Context: an optimization exercise on an open-source flow, tuned for small area. The choices shown serve that exercise and are no tape-out recipe.
Function was checked by simulation only, so behaviour that the tests miss may differ from the original.
Power figures rest on the tool's default switching activity, not on a simulated workload.

### run.sh
#!/bin/bash
# synth_recipe.tcl (not shown) runs the flow's synth.tcl, then flattens the netlist and writes it again
# the make line also repeats each setting of config.mk as NAME=value (left out here)
make -C /OpenROAD-flow-scripts/flow DESIGN_CONFIG=/design/flow/config.mk WORK_HOME=/design/flow/orfs CLKGATE_MAP_FILE= SYNTH_SCRIPT=/design/flow/synth_recipe.tcl finish
### config.mk
export PLATFORM = sky130hd
export DESIGN_NAME = money_clicker
export DESIGN_NICKNAME = money_clicker
export VERILOG_FILES = /design/flow/design.v
export SDC_FILE = /design/flow/constraint.sdc
export NUM_CORES = 4
export LEC_CHECK = 0
export CAP_MARGIN = 20
export CORE_MARGIN = 2
export CORE_UTILIZATION = 40
export SLEW_MARGIN = 20
### design.v
`timescale 1ns / 1ns
module hexDecoder(input [3:0] binIn, output reg [6:0] HEX);
	always @(*) begin
		case (binIn)
			4'd0: HEX = 7'b1000000;
			4'd1: HEX = 7'b1111001;
			4'd2: HEX = 7'b0100100;
			4'd3: HEX = 7'b0110000;
			4'd4: HEX = 7'b0011001;
			4'd5: HEX = 7'b0010010;
			4'd6: HEX = 7'b0000010;
			4'd7: HEX = 7'b1111000;
			4'd8: HEX = 7'b0000000;
			default: HEX = 7'b0011000;
		endcase
	end
endmodule
`timescale 1ns / 1ns
module add3(input [3:0] i, output [3:0] o);
	wire a = i[3], b = i[2], c = i[1], d = i[0];
	assign o[3] = a | (b & (c | d));
	assign o[2] = (b & ~c & ~d) | (a & d);
	assign o[1] = (~b & c) | (c & d) | (a & ~d);
	assign o[0] = (~a & ~b & d) | (b & c & ~d) | (a & ~d);
endmodule
module binaryToBCD(binaryIn, bcd);
	input [21:0] binaryIn;
	output [23:0] bcd;
	wire [23:0] st [0:22];
	assign st[0] = 24'd0;
	genvar s, dg;
	generate for (s = 0; s < 22; s = s + 1) begin : stg
		wire [23:0] adj;
		for (dg = 0; dg < 6; dg = dg + 1) begin : dig
			if (s >= 3 + 3*dg) begin : a
				add3 u(st[s][4*dg+3:4*dg], adj[4*dg+3:4*dg]);
			end else begin : n
				assign adj[4*dg+3:4*dg] = st[s][4*dg+3:4*dg];
			end
		end
		assign st[s+1] = {adj[22:0], binaryIn[21-s]};
	end endgenerate
	assign bcd = st[22];
endmodule
`timescale 1ns / 1ns
module prevData(clock, reset, received_data_en, received_data, hold);
	input clock, reset, received_data_en;
	input [7:0] received_data;
	output reg hold;
	reg curBreak;
	always @(posedge clock) begin
		if (reset) begin
			hold <= 1'b0;
			curBreak <= 1'b0;
		end
		else begin
			hold <= received_data_en & curBreak;
			if (received_data_en)
				curBreak <= (received_data == 8'hF0);
		end
	end
endmodule
`timescale 1ns / 1ns
module logicController(clock, reset, received_data, received_data_en, click, buy, upgradeClick, selection, selIndex);
	input clock, reset, received_data_en;
	input [7:0] received_data;
	output click, buy, upgradeClick, selection;
	output [2:0] selIndex;
	reg [3:0] state;
	reg [3:0] decoded;
	always @(*) begin
		case (received_data)
			8'h29: decoded = 4'b0001;
			8'h5A: decoded = 4'b0010;
			8'h21: decoded = 4'b0011;
			8'h16: decoded = 4'b1000;
			8'h1E: decoded = 4'b1001;
			8'h26: decoded = 4'b1010;
			8'h25: decoded = 4'b1011;
			8'h2E: decoded = 4'b1100;
			8'h36: decoded = 4'b1101;
			8'h3D: decoded = 4'b1110;
			8'h3E: decoded = 4'b1111;
			default: decoded = 4'b0000;
		endcase
	end
	wire idle = ~state[3] & ~state[1] & ~state[0];
	always @(posedge clock) begin
		if (reset)
			state <= 4'b0000;
		else if (idle & received_data_en)
			state <= decoded;
		else
			state <= 4'b0000;
	end
	assign selection = state[3];
	assign selIndex = state[2:0];
	assign click = ~state[3] & ~state[1] & state[0];
	assign buy = ~state[3] & state[1] & ~state[0];
	assign upgradeClick = ~state[3] & state[1] & state[0];
endmodule
`timescale 1ns / 1ns
module logicDatapath(clock, reset, pulse, hold, click, buy, upgradeClick, selection, selIndex, money, selectedAsset);
	input clock, reset, pulse, hold, click, buy, upgradeClick, selection;
	input [2:0] selIndex;
	output reg [39:0] money;
	output reg [2:0] selectedAsset;
	reg [29:0] rate;
	reg [4:0] level;
	reg [23:0] assetCost;
	reg [18:0] assetRate;
	always @(*) begin
		case (selectedAsset)
			3'd0: begin assetCost = 24'd10;       assetRate = 19'd1;      end
			3'd1: begin assetCost = 24'd40;       assetRate = 19'd5;      end
			3'd2: begin assetCost = 24'd250;      assetRate = 19'd15;     end
			3'd3: begin assetCost = 24'd2000;     assetRate = 19'd60;     end
			3'd4: begin assetCost = 24'd10000;    assetRate = 19'd800;    end
			3'd5: begin assetCost = 24'd100000;   assetRate = 19'd10000;  end
			3'd6: begin assetCost = 24'd1000000;  assetRate = 19'd50000;  end
			default: begin assetCost = 24'd10000000; assetRate = 19'd500000; end
		endcase
	end
	wire [29:0] clickRate;
	wire [29:0] clickCost;
	genvar i;
	generate for (i = 0; i < 30; i = i + 1) begin : oh
		assign clickRate[i] = (level == i);
	end endgenerate
	assign clickCost = {clickRate[28:0], 1'b0} | {clickRate[26:0], 3'b000};
	wire [40:0] above;    
	assign above[40] = 1'b0;
	generate for (i = 39; i >= 0; i = i - 1) begin : sfx
		assign above[i] = above[i+1] | money[i];
	end endgenerate
	reg enoughClick;
	integer j;
	always @(*) begin
		enoughClick = 1'b0;
		for (j = 0; j <= 26; j = j + 1)
			if (level == j)
				enoughClick = above[j+4] | (money[j+3] & (money[j+2] | money[j+1]));
		if (level == 27) enoughClick = above[28];
		if (level == 28) enoughClick = above[29];
		if (level >= 29) enoughClick = 1'b1;
	end
	wire enoughMoney = above[24] | (money[23:0] >= assetCost);
	wire doClick = ~hold & click;
	wire doBuy = ~hold & buy & enoughMoney;
	wire doUpgrade = ~hold & upgradeClick & enoughClick;
	wire doTick = ~hold & pulse & ~click & ~(buy & enoughMoney) & ~(upgradeClick & enoughClick);
	wire subtract = doBuy | doUpgrade;
	wire [29:0] addLow = ({30{doClick}} & clickRate) | ({30{doBuy}} & ~{6'b0, assetCost}) |
	                     ({30{doUpgrade}} & ~clickCost) | ({30{doTick}} & rate);
	wire [39:0] addend = {{10{subtract}}, addLow};
	wire [40:0] sum = {money, 1'b1} + {addend, subtract};
	always @(posedge clock) begin
		if (reset) begin
			money <= 40'd10;
			rate <= 30'd0;
			level <= 5'd0;
			selectedAsset <= 3'd0;
		end
		else begin
			money <= sum[40:1];
			rate <= rate + ({19{doBuy}} & assetRate);
			if (doUpgrade & ~&level)
				level <= level + 5'd1;
			if (~hold & selection)
				selectedAsset <= selIndex;
		end
	end
endmodule
`timescale 1ns / 1ns
module money_clicker(clk, rst, key_data, key_valid, tick, money, asset, HEX0, HEX1, HEX2, HEX3, HEX4, HEX5);
	input clk;
	input rst;
	input [7:0] key_data;
	input key_valid;
	input tick;
	output [39:0] money;
	output [7:0] asset;
	output [6:0] HEX0, HEX1, HEX2, HEX3, HEX4, HEX5;
	wire [23:0] bcd;
	wire hold;
	wire click, buy, upgradeClick, selection;
	wire [2:0] selIndex;
	wire [2:0] selectedAsset;
	binaryToBCD convert(money[21:0], bcd);
	hexDecoder H0(bcd[3:0], HEX0);
	hexDecoder H1(bcd[7:4], HEX1);
	hexDecoder H2(bcd[11:8], HEX2);
	hexDecoder H3(bcd[15:12], HEX3);
	hexDecoder H4(bcd[19:16], HEX4);
	hexDecoder H5(bcd[23:20], HEX5);
	prevData prev(clk, rst, key_valid, key_data, hold);
	logicController control(clk, rst, key_data, key_valid, click, buy, upgradeClick, selection, selIndex);
	logicDatapath datapath(clk, rst, tick, hold, click, buy, upgradeClick, selection, selIndex, money, selectedAsset);
	assign asset = {5'b00000, selectedAsset};
endmodule
### constraint.sdc
create_clock -name core_clock -period 25.0 [get_ports {clk}]
set_input_delay 5.0000 -clock core_clock [delete_from_list [all_inputs] [get_ports {clk}]]
set_output_delay 5.0000 -clock core_clock [all_outputs]
set_load 0.01 [all_outputs]
==> flow_metrics.tcl <==
set metrics [dict create \
    rsz0062_at_grt "false" \
    hold_viol_final 0 \
    regToRegEndpoint "datapath.money[39]$_SDFF_PP0_" \
    drive_gt1_frac 0.0710 \
    hold_class "reg2reg" \
    fin_crit_sh 0.647 \
    synth_top_area_cell "dfxtp_1" \
    power_mw 2.76 \
    ios 102 \
    cts_resized 0 \
    seq_area_frac_synth 0.101 \
    viasPerCell 6.30 \
    drtIter0Drc 1542 \
    synthArstFlopShare 0 \
    wl_per_cell_um 17.2 \
    cts_num_sinks 84 \
    setup_viol 0 \
    ys_warn_count 5 \
    skew_ns 0.0107 \
    worst_pin_slew_ns 1.03 \
    routabilityCongestion 0.910 \
    wl_mm 50.2 \
    cts_buffer_depth 2 \
    cp_top_family "compound AO/OA/AOI/OAI gates" \
    fillers 4222 \
    ys_types 133 \
    dieArea_um2 43400 \
    power_density_nw_per_um2 152 \
    crit_type "reg2out" \
    rrSetupSlack_ns 13.43 \
    critical_path_arrival_ns 11.17 \
    cp.required_ns 20.00 \
    cts_hold_buf 0 \
    die-height_um 208 \
    clk_pin_slew_ns 0.07 \
    crit_path_start "datapath.money[16]$_SDFF_PP0_" \
    irDropWorstVdd_mv 0.261 \
    finalCriticalPeriod_ns 16.17 \
    core_area_um2 41000 \
    areaGrowthSynthToFinish_pct 8.74 \
    antenna_found_initial 0 \
    grt_pass1_wl_mm 83.5 \
    end_kind "output port" \
    portBuffers 96 \
    die_x_um 208 \
    place_ws_ns 9.26 \
    cp_slowest_cell "dfxtp_1" \
    antenna_left 0 \
    crit_buf_inv 1 \
    clk_latency_ns 0.35 \
    synth_top_area_share 0.101 \
    start_util 0.407 \
    reg2reg_from "datapath.money[33]$_SDFF_PP0_" \
    synth_edf_count 0 \
    numCtsBuffers 9 \
    drc_errors 0 \
    fmax_ghz 0.0618 \
    yosys-top-cells-area "dfxtp_1 10%, ha_1 7.8%, nor2_1 6.1%" \
    drv_slew 0 \
    diodes 0 \
    vias 18431 \
    regArea_um2 1680 \
    crit_end "HEX4[3]" \
    dpl.hpwl_mm 37.4 \
    grt_pass1_vias 16851 \
    critical_path_depth 33 \
    syn-instance-count 2403 \
    grt_max_degree 81 \
    num_rows 74 \
    cts_tree "yes" \
    cts_max_level 3 \
    track_usage 0.221 \
    synth_top_flop_cell "dfxtp_1" \
    fin_nets 2506 \
    max_stage_delay_ns 0.98 \
    layout_setup_ws_ns 8.83 \
    postCtsSetupRepairBufs 0 \
    syn_avg_cell_area_um2 6.95 \
    rr_worst_depth 52 \
    whs_ns 0.432 \
    syn_area_um2 16700 \
    outcome "timing/DRC/antenna clean" \
    grt.overflow.total 0 \
    crit_path_start_kind "register" \
    max_slew_margin 0.306 \
    cts_root_buf "clkbuf_16" \
    multiInputGateArea_um2 14000 \
    p_leak_nw 7.10 \
    drv_cap 0 \
    fin_setup_tns_ns 0 \
    ys_ff_latch 84 \
    cp_max_fo 27 \
    first_pass_iters 6 \
]
## power by group
| part | total, mW | leakage [nW] | internal, mW | switching [mW] |
|---|---|---|---|---|
| Clock | 0.147 | 0.149 | 0.0837 | 0.0629 |
| Sequential | 0.139 | 0.678 | 0.135 | 0.00408 |
| Combinational | 2.48 | 6.28 | 1.14 | 1.33 |
## placed cells by master, fill, tap and decap left out, types with 22 or more instances in the layout
cell type	count
a211oi_1	31
a21o_1	47
a21oi_1	163
a221o_1	33
a31oi_1	33
and2_1	24
and3_1	33
buf_4	22
clkdlybuf4s50_1	95
dfxtp_1	83
ha_1	104
inv_1	85
mux2i_1	43
nand2_1	218
nand2b_1	38
nand3_1	87
nand4_1	35
nor2_1	272
nor2b_1	41
nor3_1	61
o211ai_1	30
o21a_1	31
o21ai_0	129
o21ai_1	35
o22ai_1	28
o31ai_1	24
xnor2_1	54
xor2_1	23
## worst min-delay path, cell delays in order (launching register included)
cell     delay (ns)
dfxtp_1        0.31
inv_1          0.05
nor2_1         0.03
## per-stage QoR
step / instances / instance area (um2) / util
floorplan: 2407 / 16700 / -
global placement: 2909 / 17800 / 0.435
detailed placement: 2909 / 17800 / 0.435
CTS: 2925 / 18100 / 0.442
global route: 2925 / 18200 / 0.443
finish: 2925 / 18200 / 0.443
## sequential cells by signal, summed over array words and instances, names as in the netlist
register / flops
control.state: 4
datapath.level: 5
datapath.money: 40
datapath.rate: 30
datapath.selectedAsset: 3
prev.curBreak: 1
prev.hold: 1
## worst min path at each step
stage | startpoint | end | slack, ns | cells past startpoint
6_report | prev.curBreak$_SDFFE_PP0P_ | prev.hold$_SDFF_PP0_ | 0.43 | 2
2_1_floorplan | prev.curBreak$_SDFFE_PP0P_ | prev.hold$_SDFF_PP0_ | 0.41 | 2
3_5_place_dp | prev.curBreak$_SDFFE_PP0P_ | prev.hold$_SDFF_PP0_ | 0.43 | 2
3_3_place_gp | prev.curBreak$_SDFFE_PP0P_ | prev.hold$_SDFF_PP0_ | 0.43 | 2
4_1_cts | prev.curBreak$_SDFFE_PP0P_ | prev.hold$_SDFF_PP0_ | 0.44 | 2
5_1_grt | prev.curBreak$_SDFFE_PP0P_ | prev.hold$_SDFF_PP0_ | 0.48 | 2
## Yosys cell counts (10+ instances only)
cell and number:
a211o_1 12, a211oi_1 31, a21o_1 47, a21oi_1 163, a221o_1 33, a221oi_1 19
a22oi_1 15, a311oi_1 10, a31oi_1 33, a41oi_1 10, and2_1 24, and3_1 33
buf_2 30, buf_4 17, clkbuf_1 91, dfxtp_1 84, ha_1 104, inv_1 85
mux2i_1 43, nand2_1 218, nand2b_1 38, nand3_1 87, nand4_1 35, nor2_1 272
nor2b_1 41, nor3_1 61, nor3b_1 10, nor4_1 21, o2111ai_1 15, o211ai_1 30
o21a_1 31, o21ai_0 129, o21ai_1 35, o21bai_1 17, o221ai_1 14, o22ai_1 28
o31ai_1 25, or2_2 11, or3_1 19, xnor2_1 54, xor2_1 23
## metal layers
| metal | global-route usage | vias to the layer above | wire length [um] |
|---|---|---|---|
| met3 | 0.0174 | 52 | 2240 |
| met1 | 0.317 | 8761 | 24500 |
| met2 | 0.358 | 520 | 22800 |
| met4 | 0.0496 | 0 | 724 |
| li1 | - | 9098 | - |
| met5 | 0 | - | 0 |
## logic make-up after synthesis
family | count (synthesis) | share of synthesized area
flip-flops | 84 | 0.101
other | 1 | 0.000225
XOR/XNOR | 78 | 0.0414
buffers and inverters | 242 | 0.0614
multiplexers | 56 | 0.0357
adder cells (fa/ha/maj) | 119 | 0.0886
AO/OA/AOI/OAI | 887 | 0.396
AND/OR/NAND/NOR | 936 | 0.276
## layout make-up
class                   instances  share of cell area
clock inverters                 4             0.00303
clock buffers                  12              0.0141
flip-flops and latches         84              0.0927
well taps                     532              0.0367
repair buffers                118              0.0617
inverters                      94              0.0194
multi-input cells            2081               0.772

port drivers added, routing unchanged:
How much do the figures lean on ideal ports? The routed layout below was timed once more, with nothing changed but the port constraints.
Step 1: set_driving_cell puts a clkbuf_16 on clk and a buf_2 on each other input, an assumption about the parent block.
Step 2, shift: input delay + t, output delay - t, t = (earliest + latest rising clock arrival at the registers) / 2. This alone moves slack from input paths to output paths.
Three values: no drivers, after step 1, after step 2; two values: the first two.
t (ns): 0.388
slack for setup (ns): 8.829 / 8.789 / 9.177
worst setup path after step 2: register to output
After both steps setup and hold are still met in this run. The setup slack of this run moves by -0.040 ns with the drivers and by +0.348 ns with both steps.
